What follows belongs to an exercise in optimizing a design on an open flow for small area; a production flow would make more cautious choices.
At most, simulation tests tie the RTL to the original design; equivalence was not proved.
Power figures rest on the tool's default switching activity, not on a simulated workload.

// Main_Piano_VGA
module Main_Piano_VGA(
	input clock,
	input reset,
	input [5:0] teclas,
	output H_sync,
	output V_sync,
	output [2:0]RGB,
	output [5:0]sound4
	);
make LEC_CHECK=0 CAP_MARGIN=20 CORE_MARGIN=2 CORE_UTILIZATION=70 CTS_BUF_LIST=sky130_fd_sc_hd__clkbuf_16 CTS_CLUSTER_DIAMETER=50 CTS_CLUSTER_SIZE=30 SLEW_MARGIN=20 finish   # period 20.0 ns
run.sh (not shown) runs the stock make flow with config.mk's settings and CLKGATE_MAP_FILE= SYNTH_SCRIPT=/design/flow/synth_recipe.tcl, a recipe that flattens the netlist after the stock synthesis.
The first run produced a clean layout.
Edit:
==> flow/flow/run.sh (new file) <==
#!/bin/bash
# Standard layout with these changes: clock tree synthesis without dummy
# loads and with larger sink clusters, the smallest buffer on the ports, and
# power recovery (downsizing) after global routing.
export CTS_ARGS="-sink_clustering_enable -repair_clock_nets -dont_use_dummy_load -buf_list sky130_fd_sc_hd__clkbuf_8 -root_buf sky130_fd_sc_hd__clkbuf_16 -sink_clustering_buffer sky130_fd_sc_hd__clkbuf_16 -sink_clustering_size 45 -sink_clustering_max_diameter 45"
export BUFFER_PORTS_ARGS="-buffer_cell sky130_fd_sc_hd__buf_1"
export RECOVER_POWER=100
bash standard.sh > standard.log 2>&1
==> flow/standard.sh (new file) <==
#!/bin/bash
# synth_recipe.tcl (not shown) runs the flow's synth.tcl, then flattens the netlist and writes it again
# the make line also repeats each setting of config.mk as NAME=value (left out here)
make -C /OpenROAD-flow-scripts/flow DESIGN_CONFIG=/design/flow/config.mk WORK_HOME=/design/flow/orfs CLKGATE_MAP_FILE= SYNTH_SCRIPT=/design/flow/synth_recipe.tcl "${@:-finish}"
--- a/flow/config.mk
+++ b/flow/config.mk
@@ -8,7 +8,4 @@
 export CAP_MARGIN = 20
 export CORE_MARGIN = 2
-export CORE_UTILIZATION = 70
-export CTS_BUF_LIST = sky130_fd_sc_hd__clkbuf_16
-export CTS_CLUSTER_DIAMETER = 50
-export CTS_CLUSTER_SIZE = 30
+export CORE_UTILIZATION = 80
 export SLEW_MARGIN = 20
removed: flow/run.sh
Result:
- This time the run finished but fails on capacitance limit, slew limit
- utilization came out higher by 8.5 points
- final cell count falls by 4.0%
- design area went down by 3.2%
- die area drops by 12%
Edit:
==> flow/flow/run.sh (replaced) <==
#!/bin/bash
# Standard layout with two changes: clock tree synthesis without dummy loads
# and with larger sink clusters, and the smallest buffer on the ports.
export CTS_ARGS="-sink_clustering_enable -repair_clock_nets -dont_use_dummy_load -buf_list sky130_fd_sc_hd__clkbuf_8 -root_buf sky130_fd_sc_hd__clkbuf_16 -sink_clustering_buffer sky130_fd_sc_hd__clkbuf_16 -sink_clustering_size 40 -sink_clustering_max_diameter 60"
export BUFFER_PORTS_ARGS="-buffer_cell sky130_fd_sc_hd__buf_1"
bash standard.sh > standard.log 2>&1
--- a/flow/config.mk
+++ b/flow/config.mk
@@ -8,4 +8,4 @@
 export CAP_MARGIN = 20
 export CORE_MARGIN = 2
-export CORE_UTILIZATION = 80
+export CORE_UTILIZATION = 70
 export SLEW_MARGIN = 20
With this change the flow completed with no timing, DRC or antenna violations.
Clock-buffer cell count falls by 5.
Die area rises by 14%.
First-iteration DRC count fell by 33%.
Synthesized cell count stays the same.
Design area drops by 0.51%.
Power came out lower by 5.5%.
Worst setup slack improved by 1.3 ns.
Clock skew goes up by 0.037 ns.
Core utilization drops by 11 points.

========
Setup of run 1:
Another version of the RTL of Main_Piano_VGA (not shown whole).
Size: about 260 flip-flops, about 19 I/O pins.
// Main_Piano_VGA
module Main_Piano_VGA(
	input clock,
	input reset,
	input [5:0] teclas,
	output H_sync,
	output V_sync,
	output [2:0]RGB,
	output [5:0]sound4
	);
export LEC_CHECK = 0
export CAP_MARGIN = 20
export CORE_MARGIN = 2
export CORE_UTILIZATION = 70
export SLEW_MARGIN = 20
create_clock -name core_clock -period 20.0 [get_ports {clock}]
standard.sh (not shown) runs the stock make flow with config.mk's settings and CLKGATE_MAP_FILE= SYNTH_SCRIPT=/design/flow/synth_recipe.tcl, a recipe that flattens the netlist after the stock synthesis.
==> flow/flow/run.sh <==
#!/bin/bash
# The standard layout (standard.sh, standard synthesis included) with two
# changes:
# - clock tree synthesis without dummy loads, with one level of sink
#   clusters of up to 36 flip-flops within 95 um on clkbuf_16, and clkbuf_2
#   above them;
# - the smallest buffer (buf_1) on the input and output ports.
# Its full output goes to standard.log; ORFS's own logs stay under orfs/logs.
export CTS_ARGS="-sink_clustering_enable -repair_clock_nets -dont_use_dummy_load -buf_list sky130_fd_sc_hd__clkbuf_2 -root_buf sky130_fd_sc_hd__clkbuf_2 -sink_clustering_buffer sky130_fd_sc_hd__clkbuf_16 -sink_clustering_levels 1 -sink_clustering_size 36 -sink_clustering_max_diameter 95"
export BUFFER_PORTS_ARGS="-buffer_cell sky130_fd_sc_hd__buf_1"
bash standard.sh > standard.log 2>&1
Per the final summary, run 1 finished and its layout is clean on timing, DRC and antenna.
--- input diff run 1..run 2 ---
==> flow/flow/run.sh <==
#!/bin/bash
# The standard layout (standard.sh, standard synthesis included) with two
# changes:
# - clock tree synthesis without dummy loads, with one level of sink
#   clusters of up to 36 flip-flops within 95 um on clkbuf_16, and clkbuf_2
#   above them;
# - the smallest buffer (buf_1) on the input and output ports.
# Its full output goes to standard.log; ORFS's own logs stay under orfs/logs.
export CTS_ARGS="-sink_clustering_enable -repair_clock_nets -dont_use_dummy_load -buf_list sky130_fd_sc_hd__clkbuf_2 -root_buf sky130_fd_sc_hd__clkbuf_2 -sink_clustering_buffer sky130_fd_sc_hd__buf_12 -sink_clustering_levels 1 -sink_clustering_size 30 -sink_clustering_max_diameter 80"
export BUFFER_PORTS_ARGS="-buffer_cell sky130_fd_sc_hd__buf_1"
bash standard.sh > standard.log 2>&1
Notes after the runs:
- Comparing run 1 against run 2, there is no change at all in post-DP HPWL.
- On register clock-pin slew on the reported worst setup and hold paths, run 1 tracks run 2 almost exactly.
- Run 2: average routed wire per standard cell 0.090 µm below run 1
- On hold slack, the lower figure sits with run 2, not run 1.
- Setup slack | run 2 above run 1
- Delta (run 2 minus run 1): total CTS buffers saw an increase; total wire length after detailed routing saw a decrease; total power consumption of the routed design saw an increase; cell area saw little to no change; clock period minus final worst setup slack saw a decrease.
- Re ratio of final minimum period to clock period: run 1 and run 2 aren't equal, and the higher value belongs to run 1.
--- input diff run 2..run 3 ---
==> flow/flow/run.sh <==
#!/bin/bash
export CTS_ARGS="-sink_clustering_enable -repair_clock_nets -dont_use_dummy_load -buf_list sky130_fd_sc_hd__clkbuf_2 -root_buf sky130_fd_sc_hd__clkbuf_2 -sink_clustering_buffer sky130_fd_sc_hd__clkbuf_16 -sink_clustering_levels 1 -sink_clustering_size 36 -sink_clustering_max_diameter 95"
export BUFFER_PORTS_ARGS="-buffer_cell sky130_fd_sc_hd__buf_1"
bash standard.sh > standard.log 2>&1
--- outcome ---
As far as synthesis-stage register bit count goes, run 2 and run 3 are indistinguishable; the numbers are identical.
Run 3: worst slew slack as a fraction of its limit higher than run 2
Per the comparison of run 3 with run 2, maximum frequency from static timing analysis went down; met3 track utilization from global routing moved up; count of clock-net buffers in the final layout shows a reduction of 2.
Run 3 against run 2: number of vias in the routed layout moved down, worst-case hold slack moved up, cell area after layout level.
Edits applied to the flow inputs when going from run 3 to run 4:
==> flow/flow/run.sh <==
#!/bin/bash
export CTS_ARGS="-sink_clustering_enable -repair_clock_nets -dont_use_dummy_load -buf_list sky130_fd_sc_hd__clkbuf_4 -root_buf sky130_fd_sc_hd__clkbuf_4 -sink_clustering_buffer sky130_fd_sc_hd__clkbuf_16 -sink_clustering_levels 1 -sink_clustering_size 36 -sink_clustering_max_diameter 95"
export BUFFER_PORTS_ARGS="-buffer_cell sky130_fd_sc_hd__buf_1"
bash standard.sh > standard.log 2>&1
[summary]
No stage failed in run 4, and the final checks on the layout all came back clean.
Looking at part of the cycle the worst path needs, run 4 sits 0.35 points higher than run 3 does.
Power spent charging and discharging nets essentially unchanged between run 4 and run 3.
Final cell area excluding filler cells delta (run 3 -> run 4): insignificant
Run 3 → run 4: routed wire length now sits at about the same level; worst endpoint required time now sits lower.

========
Setup of run A:
Main_Piano_VGA, a different RTL version from the one above (not shown whole).
Size: roughly 960 cells after synthesis, about 260 flip-flops, ~19 I/O pins, about 0.0094 mm² of cells after synthesis.
export LEC_CHECK = 0
export CAP_MARGIN = 20
export CORE_MARGIN = 2
export CORE_UTILIZATION = 70
export SLEW_MARGIN = 20
create_clock -name core_clock -period 20.0 [get_ports {clock}]
==> flow/flow/run.sh <==
#!/bin/bash
# The standard layout (standard.sh) with two changes:
# - clock tree synthesis without dummy loads, with one level of sink
#   clusters of up to 34 flip-flops within 90 um, all on clkbuf_16;
# - the smallest buffer (buf_1) on the input and output ports.
export CTS_ARGS="-sink_clustering_enable -repair_clock_nets -dont_use_dummy_load -buf_list sky130_fd_sc_hd__clkbuf_16 -root_buf sky130_fd_sc_hd__clkbuf_16 -sink_clustering_buffer sky130_fd_sc_hd__clkbuf_16 -sink_clustering_levels 1 -sink_clustering_size 34 -sink_clustering_max_diameter 90"
export BUFFER_PORTS_ARGS="-buffer_cell sky130_fd_sc_hd__buf_1"
bash standard.sh > standard.log 2>&1
### run A -> run B
Settings: CORE_UTILIZATION changed from 70 to 75.
==> flow/flow/run.sh <==
#!/bin/bash
# Standard layout with two changes: clock tree synthesis without dummy loads
# and with larger sink clusters, and the smallest buffer on the ports.
export CTS_ARGS="-sink_clustering_enable -repair_clock_nets -dont_use_dummy_load -buf_list sky130_fd_sc_hd__clkbuf_8 -root_buf sky130_fd_sc_hd__clkbuf_16 -sink_clustering_buffer sky130_fd_sc_hd__clkbuf_16 -sink_clustering_size 35 -sink_clustering_max_diameter 45"
export BUFFER_PORTS_ARGS="-buffer_cell sky130_fd_sc_hd__buf_1"
bash standard.sh > standard.log 2>&1
Run B ran to completion and came out clean on the timing, DRC and antenna checks.
Across both runs, design area was higher for run B than for run A.
The global-route wire length before repair of run B was inferior to that of run A.
Power in the clock group went up by more than half going from run A to run B.
Share of the final layout cell area in sequential cells (lower): run B
Summary of run B over run A: proportion of power drawn by combinational gates dropped 0.7 points; post-layout instance count excluding filler cells climbed 4; setup slack after layout dropped 27 ps.
Run B reports a lower worst max-slew margin expressed relative to the limit than run A does.
Inputs modified between run B and run C:
Settings: CORE_UTILIZATION now 70, was 75.
==> flow/flow/run.sh <==
#!/bin/bash
export CTS_ARGS="-sink_clustering_enable -repair_clock_nets -dont_use_dummy_load -buf_list sky130_fd_sc_hd__clkbuf_16 -root_buf sky130_fd_sc_hd__clkbuf_16 -sink_clustering_buffer sky130_fd_sc_hd__clkbuf_16 -sink_clustering_levels 1 -sink_clustering_size 30 -sink_clustering_max_diameter 120"
export BUFFER_PORTS_ARGS="-buffer_cell sky130_fd_sc_hd__buf_1"
bash standard.sh > standard.log 2>&1
Notes after the runs:
Run C: PASS, flow complete, no timing, DRC or antenna violations
The die used by run C is larger than the one used by run B.
Between run C and run B, the area after detailed placement figures differ only marginally.
In the final reports, the cell area of run C is smaller than that of run B.
Detailed-route wire length on metal 1 grows slightly when moving from run B to run C.
Net count after synthesis: run C vs run B identical
On run C: internal power of the cells is about 12% lower than what run B gave.
Final critical-path share of the clock period was higher in the run labelled run B.
STATUS overall routed net length: run C wins against run B
Run C vs run B: proportion of power drawn by the clock network down
Compared to run B, run C has count of placed standard cells including taps 0.72% higher.
What run D does differently from run C at the input level:
==> flow/flow/run.sh <==
#!/bin/bash
# Standard layout with two changes: clock tree synthesis without dummy loads
# and with larger sink clusters, and the smallest buffer on the ports.
export CTS_ARGS="-sink_clustering_enable -repair_clock_nets -dont_use_dummy_load -buf_list sky130_fd_sc_hd__clkbuf_8 -root_buf sky130_fd_sc_hd__clkbuf_16 -sink_clustering_buffer sky130_fd_sc_hd__clkbuf_16 -sink_clustering_size 40 -sink_clustering_max_diameter 60"
export BUFFER_PORTS_ARGS="-buffer_cell sky130_fd_sc_hd__buf_1"
bash standard.sh > standard.log 2>&1
Post-layout minimum cycle time ended up 66 ps higher on run D than on run C.
Slew of the pin with the lowest slew margin across run D and run C: no real change.
When the final numbers for run D and run C were put side by side, the total power turned out to be smaller in run C.
Compared with run C, run D shows total power density per cell area that has gone up by a few percent.
On final wirelength, run D and run C are neck and neck.
Comparing run C with run D, the share of synthesized cell area in and, or, nand and nor gates came out essentially unchanged.
Delta(proportion of power drawn by the clock network, run D - run C) > 0
In the metrics for run D and run C, the one carrying the higher overall fraction of global-route tracks in use is run D.
Reported for run D and run C, area taken by multi-input logic gates turned out identical to the last digit.
Setup changes, run D to run E
==> flow/flow/run.sh <==
#!/bin/bash
# Standard layout with two changes: clock tree synthesis without dummy loads
# and with larger sink clusters, and the smallest buffer on the ports.
export CTS_ARGS="-sink_clustering_enable -repair_clock_nets -dont_use_dummy_load -buf_list sky130_fd_sc_hd__clkbuf_8 -root_buf sky130_fd_sc_hd__clkbuf_8 -sink_clustering_buffer sky130_fd_sc_hd__clkbuf_8 -sink_clustering_size 20 -sink_clustering_max_diameter 40"
export BUFFER_PORTS_ARGS="-buffer_cell sky130_fd_sc_hd__buf_1"
bash standard.sh > standard.log 2>&1
==> comparison <==
- From run D to run E the numbers moved as follows: net total in the final layout shows an increase of about 1.3%, met3 demand-to-capacity share in global routing increased by 0.52 points relative to the old numbers.
- On hold violation total from the final report, run E and run D are basically level.
- Going from run D to run E, flip-flop and latch count comparable, share of the clock period used by the worst path after layout now smaller, per-cell routed wire length now larger.
Relative to run E, the following input files were edited for run F:
==> flow/flow/run.sh <==
#!/bin/bash
export CTS_ARGS="-sink_clustering_enable -repair_clock_nets -dont_use_dummy_load -buf_list sky130_fd_sc_hd__clkbuf_16 -root_buf sky130_fd_sc_hd__clkbuf_16 -sink_clustering_buffer sky130_fd_sc_hd__clkbuf_16 -sink_clustering_size 34 -sink_clustering_max_diameter 90 -sink_clustering_levels 1"
export BUFFER_PORTS_ARGS="-buffer_cell sky130_fd_sc_hd__buf_1"
bash standard.sh > standard.log 2>&1
## What came out
- Run E → run F: met3 capacity usage during global routing now sits lower; first-iteration DRC count fell by 33; global-route usage over all layers down 0.81 points; via count now sits lower.

========
rev 12:
Another version of the RTL of Main_Piano_VGA (not shown whole).
Size in the first run: roughly 270 flip-flops, roughly 10000 sq um of cells after synthesis.
==> flow/config.mk <==
export PLATFORM = sky130hd
export DESIGN_NAME = Main_Piano_VGA
export DESIGN_NICKNAME = Main_Piano_VGA
export VERILOG_FILES = /design/flow/design.v
export SDC_FILE = /design/flow/constraint.sdc
export NUM_CORES = 4
export LEC_CHECK = 0
export CAP_MARGIN = 20
export CORE_MARGIN = 2
export CORE_UTILIZATION = 40
export CTS_BUF_LIST = sky130_fd_sc_hd__clkbuf_16
export CTS_CLUSTER_DIAMETER = 60
export CTS_CLUSTER_SIZE = 30
export SLEW_MARGIN = 20
==> flow/constraint.sdc <==
create_clock -name core_clock -period 20.0 [get_ports {clock}]
set_input_delay 4.0000 -clock core_clock [delete_from_list [all_inputs] [get_ports {clock}]]
set_output_delay 4.0000 -clock core_clock [all_outputs]
set_load 0.01 [all_outputs]
run.sh (not shown) runs the stock make flow with config.mk's settings and CLKGATE_MAP_FILE= SYNTH_SCRIPT=/design/flow/synth_recipe.tcl, a recipe that flattens the netlist after the stock synthesis.
Stock flow here: none of the scripts above is used.
Inputs modified between rev 12 and rev 13:
Settings: a change of CTS_BUF_LIST from sky130_fd_sc_hd__clkbuf_16 to sky130_fd_sc_hd__clkbuf_8; a change of CTS_CLUSTER_SIZE from 30 to 16; a change of CTS_CLUSTER_DIAMETER from 60 to 50.
## What came out
Cmp rev 13 vs rev 12: via count higher in rev 13. Against rev 12, design area in rev 13 fell slightly. Part of the total power dissipated in the clock network, rev 12 and rev 13, lower one = rev 13. Number of non-clock buffers, rev 12 and rev 13: smaller value in rev 12. Per the comparison of rev 13 with rev 12, switching power share of the total held; normalized max-slew margin higher; final clock period utilization by the worst path saw a decrease. Sort rev 12 and rev 13 by total power, ascending, and rev 13 comes first.
No run of this note included a check of the RTL's function; only the layout flow was run.

-- afterwards: timing with drivers on the ports --
The flow's constraints put no driver on any port. The routed layouts listed below were extracted and timed again, unchanged, in two steps.
Step 1, drivers: a clkbuf_16 drives clock and a buf_2 each remaining input, both assumed.
Step 2 moves the port delays by t, midway between the first and last clock arrival at a register: inputs arrive t later, outputs are due t later. That takes back most of the time a late clock gives input paths.
Slacks: no drivers / after step 1 / after step 2; pairs: no drivers / after step 1.
run | shift t [ns] | slack for setup (ns) | worst slew at a driven data input, ns | pins driven straight from the clock port
the first run of note 1 | 0.541 | 12.147 / 12.154 / 11.613 | 0.04 | 1
the second run of note 1 | 0.520 | 11.146 / 11.161 / 10.641 | 0.05 | 1
the third run of note 1 | 0.508 | 12.445 / 12.443 / 11.935 | 0.04 | 1
run 1 | 0.679 | 13.102 / 13.081 / 12.402 | 0.05 | 1
run 2 | 0.688 | 13.201 / 13.184 / 12.496 | 0.05 | 1
run 3 | 0.679 | 13.102 / 13.081 / 12.402 | 0.05 | 1
run 4 | 0.595 | 13.032 / 13.011 / 12.416 | 0.05 | 1
run A | 0.492 | 12.985 / 13.003 / 12.511 | 0.03 | 1
run B | 0.533 | 12.958 / 12.976 / 12.443 | 0.03 | 1
run C | 0.491 | 12.999 / 13.017 / 12.525 | 0.03 | 1
run D | 0.507 | 12.933 / 12.953 / 12.446 | 0.03 | 1
run E | 0.565 | 13.023 / 13.037 / 12.472 | 0.03 | 1
run F | 0.492 | 12.985 / 13.003 / 12.511 | 0.03 | 1
rev 12 | 0.542 | 11.224 / 11.218 / 10.676 | 0.06 | 1
rev 13 | 0.593 | 11.314 / 11.304 / 10.710 | 0.06 | 1
The setup slack of run 2, which loses most, moves by -0.017 ns with the drivers and by -0.705 ns with both steps.
